Background: an optimization exercise with open tools, aiming at small area and a short achievable clock period. Do not read the settings as production practice. RTL that was checked went through simulation tests only; none was proved equivalent to the original. Power figures rest on the tool's default switching activity, not on a simulated workload.

## sierra
Design datapath, start of the top module:
module datapath (clk, writenum, readnum, write, datapath_in, vsel, loada, loadb, loadc, shift, asel, bsel, ALUop, loads, Z_out, datapath_out);
Size: about 690 cells after synthesis, ~180 flip-flops, about 52 I/O pins, ~9400 um^2 of cells after synthesis.
clock: 5.5 ns
lec_check: 0
cap_margin: 20
core_margin: 2
core_utilization: 60
setup_slack_margin: 2.9
slew_margin: 20
synth_hierarchical: 1
synth_minimum_keep_size: 0
standard.sh (not shown) runs the stock make flow with config.mk's settings and CLKGATE_MAP_FILE= SYNTH_SCRIPT=/design/flow/synth_recipe.tcl, a recipe that flattens the netlist after the stock synthesis.
==> flow/flow/run.sh <==
#!/bin/bash
# The standard layout (standard.sh), with every input and output port
# buffered by a buf_4 cell instead of the buffer the resizer picks by default.
set -euo pipefail
bash standard.sh 'BUFFER_PORTS_ARGS=-buffer_cell sky130_fd_sc_hd__buf_4' finish > make.log 2>&1
Input-level comparison between maple and sierra:
--- a/flow/design.v
+++ b/flow/design.v
@@ -2,30 +2,39 @@
   input  [15:0] Aq, Bq, Cq;
   input  [4:0]  imm;
   input  [1:0]  shift, ALUop;
   input         Sq, asel, bsel, loadc, loads;
   output [15:0] Cn;
   output        Sn;
   wire s0, sl, sr, s15;
   bdec ud (.bsel(bsel), .sh(shift), .s0(s0), .sl(sl), .sr(sr));
   bdec15 ud15 (.bsel(bsel), .sh(shift), .s15(s15));
-  wire ka, kn, k1;
-  adec ua (.asel(asel), .sub(ALUop[0]), .ka(ka), .kn(kn), .k1(k1));
+  wire pa, subb;
+  gm_xnor2 upa (.a(asel), .b(ALUop[0]), .y(pa));
+  gm_buf usb (.a(ALUop[0]), .y(subb));
+  wire op0b, op1b, ldcb;
+  gm_buf ub0 (.a(ALUop[0]), .y(op0b));
+  gm_buf ub1 (.a(ALUop[1]), .y(op1b));
+  gm_buf ubc (.a(loadc), .y(ldcb));
+  wire [1:0] opb = {op1b, op0b};
   wire nokill = ~ALUop[1] & loadc;
   wire kz  = ~ALUop[1] & ~ALUop[0];
   wire [15:0] An  = ~Aq;
   wire [15:0] Ain = Aq & {16{~asel}};
   wire [16:0] bx  = {1'b0, Bq, 1'b0};
   wire [15:0] Bin, ai, g, t, xn, nd, q, zb;
   genvar i;
   generate
     for (i = 0; i < 16; i = i + 1) begin : b
-      gm_a221o ua (.a1(ka), .a2(Aq[i]), .b1(kn), .b2(An[i]), .c1(k1), .x(ai[i]));
+      wire na0, na1;
+      gm_nand2 ua0 (.a(Aq[i]), .b(pa), .y(na0));
+      gm_nand2 ua1 (.a(An[i]), .b(subb), .y(na1));
+      gm_nand2 ua (.a(na0), .b(na1), .y(ai[i]));
       if (i < 5) begin : lo
         wire n0, n1, n2, n3;
         gm_nand2 u0 (.a(s0), .b(bx[i+1]), .y(n0));
         gm_nand2 u1 (.a(sl), .b(bx[i]), .y(n1));
         gm_nand2 u2 (.a(sr), .b(bx[i+2]), .y(n2));
         gm_nand2 u3 (.a(bsel), .b(imm[i]), .y(n3));
         gm_nand4 ub (.a(n0), .b(n1), .c(n2), .d(n3), .y(Bin[i]));
       end else if (i < 15) begin : mid
         wire n0, n1, n2;
@@ -37,28 +46,28 @@
         wire n0, n1;
         gm_nand2 u0 (.a(s15), .b(bx[i+1]), .y(n0));
         gm_nand2 u1 (.a(sl), .b(bx[i]), .y(n1));
         gm_nand2 ub (.a(n0), .b(n1), .y(Bin[i]));
       end
       gm_nand3 ug (.a(Bin[i]), .b(ai[i]), .c(nokill), .y(g[i]));
       gm_nor2 ut (.a(Bin[i]), .b(ai[i]), .y(t[i]));
       gm_xnor2 ux (.a(Ain[i]), .b(Bin[i]), .y(xn[i]));
       gm_nand2 un (.a(Ain[i]), .b(Bin[i]), .y(nd[i]));
-      zsel uq (.xn(xn[i]), .nd(nd[i]), .bin(Bin[i]), .op(ALUop), .q(q[i]));
+      zsel uq (.xn(xn[i]), .nd(nd[i]), .bin(Bin[i]), .op(opb), .q(q[i]));
       if (i == 0) begin : z0
         assign zb[0] = q[0];
       end else begin : zi
         zx uz (.q(q[i]), .tn(t[i-1]), .k(kz), .y(zb[i]));
       end
     end
   endgenerate
-  wire [15:0] y   = ALUop[1] ? (ALUop[0] ? ~Bin : ~nd) : ~xn;
-  wire [15:0] yc  = loadc ? y : Cq;
+  wire [15:0] y   = op1b ? (op0b ? ~Bin : ~nd) : ~xn;
+  wire [15:0] yc  = ldcb ? y : Cq;
   wire        sq  = ~(~loads & Sq);
   wire g1_1;
   wire g1_3;
   wire t1_3;
   wire g1_5;
   wire t1_5;
   wire g1_7;
   wire t1_7;
   wire g1_9;
@@ -227,80 +236,53 @@
   assign sl = ~bsel & ~sh[1] & sh[0];
   assign sr = ~bsel & sh[1];
 endmodule
 module bdec15(bsel, sh, s15);
   input bsel;
   input [1:0] sh;
   output s15;
   assign s15 = ~bsel & (sh[1] == sh[0]);
 endmodule
-module adec(asel, sub, ka, kn, k1);
-  input asel, sub;
-  output ka, kn, k1;
-  assign ka = ~asel & ~sub;
-  assign kn = ~asel & sub;
-  assign k1 = asel & sub;
-endmodule
 module z_fin(a, b, ldn, q, y);
   input a, b, ldn, q;
   output y;
   assign y = ~((a | b | ldn) & q);
 endmodule
-module gm_a221o(a1, a2, b1, b2, c1, x);
-  input a1, a2, b1, b2, c1;
-  output x;
-  assign x = (a1 & a2) | (b1 & b2) | c1;
+module gm_buf(a, y);
+  input a;
+  output y;
+  assign y = a;
 endmodule
 module gm_nand4(a, b, c, d, y);
   input a, b, c, d;
   output y;
   assign y = ~(a & b & c & d);
 endmodule
 module gm_nor2(a, b, y);
   input a, b;
   output y;
   assign y = ~(a | b);
 endmodule
 module gm_xnor2(a, b, y);
   input a, b;
   output y;
   assign y = ~(a ^ b);
 endmodule
-module gm_a22oi(a1, a2, b1, b2, y);
-  input a1, a2, b1, b2;
-  output y;
-  assign y = ~((a1 & a2) | (b1 & b2));
-endmodule
-module gm_a222oi(a1, a2, b1, b2, c1, c2, y);
-  input a1, a2, b1, b2, c1, c2;
-  output y;
-  assign y = ~((a1 & a2) | (b1 & b2) | (c1 & c2));
-endmodule
-module gm_a211oi(a1, a2, b1, c1, y);
-  input a1, a2, b1, c1;
-  output y;
-  assign y = ~((a1 & a2) | b1 | c1);
-endmodule
 module gm_nand2(a, b, y);
   input a, b;
   output y;
   assign y = ~(a & b);
 endmodule
 module gm_nand3(a, b, c, y);
   input a, b, c;
   output y;
   assign y = ~(a & b & c);
 endmodule
-module gm_nor3(a, b, c, y);
-  input a, b, c;
-  output y;
-  assign y = ~(a | b | c);
-endmodule
 module gm_inv(a, y);
   input a;
   output y;
   assign y = ~a;
 endmodule
 module cxor(c, y, o);
   input c, y;
   output o;
   assign o = c ^ y;
==> run notes <==
- maple -> sierra: clock transition at the registers of the reported paths flat
- For the average vias per placed instance, maple came in about 5.4% lower than sierra did.
- Maximum fanout along the worst path was higher in sierra than in maple.
- maple and sierra ended up with roughly the same die boundary height.
- The share of cell area taken by muxes after synthesis of sierra and that of maple are within noise of each other.
- sierra → maple: number of clock buffers in the layout saw an increase; global-route wire length before repair saw little to no change.
- sierra → maple: overall die width essentially unchanged; routability congestion estimate shows an increase of 0.044; sequential power barely changed.
Only the layout flow was run in maple; the RTL was not checked for function there.

==> static timing again, ports no longer ideal <==
In the flow no input, the clock included, has a driving cell. The finished layouts below were timed again as built, in two steps.
Step 1: set_driving_cell puts a clkbuf_16 on clk and a buf_2 on each other input, an assumption about the parent block.
Step 2 adds t to the input delays and takes it off the output delays; t is the mean of the earliest and latest rising clock arrival at the registers after step 1. Input paths then give back, and output paths get back, about the clock's delay inside the block.
Slacks: ideal / step 1 / step 2; pairs: ideal / step 1.
run | t (ns) | setup WS [ns] | worst slew at a driven data input, ns
sierra | 0.466 | 2.778 / 2.781 / 2.315 | 0.06
maple | 0.476 | 2.839 / 2.837 / 2.361 | 0.08
After both steps setup and hold are still met in every run listed. The setup slack of maple, which loses most, moves by -0.002 ns with the drivers and by -0.478 ns with both steps.
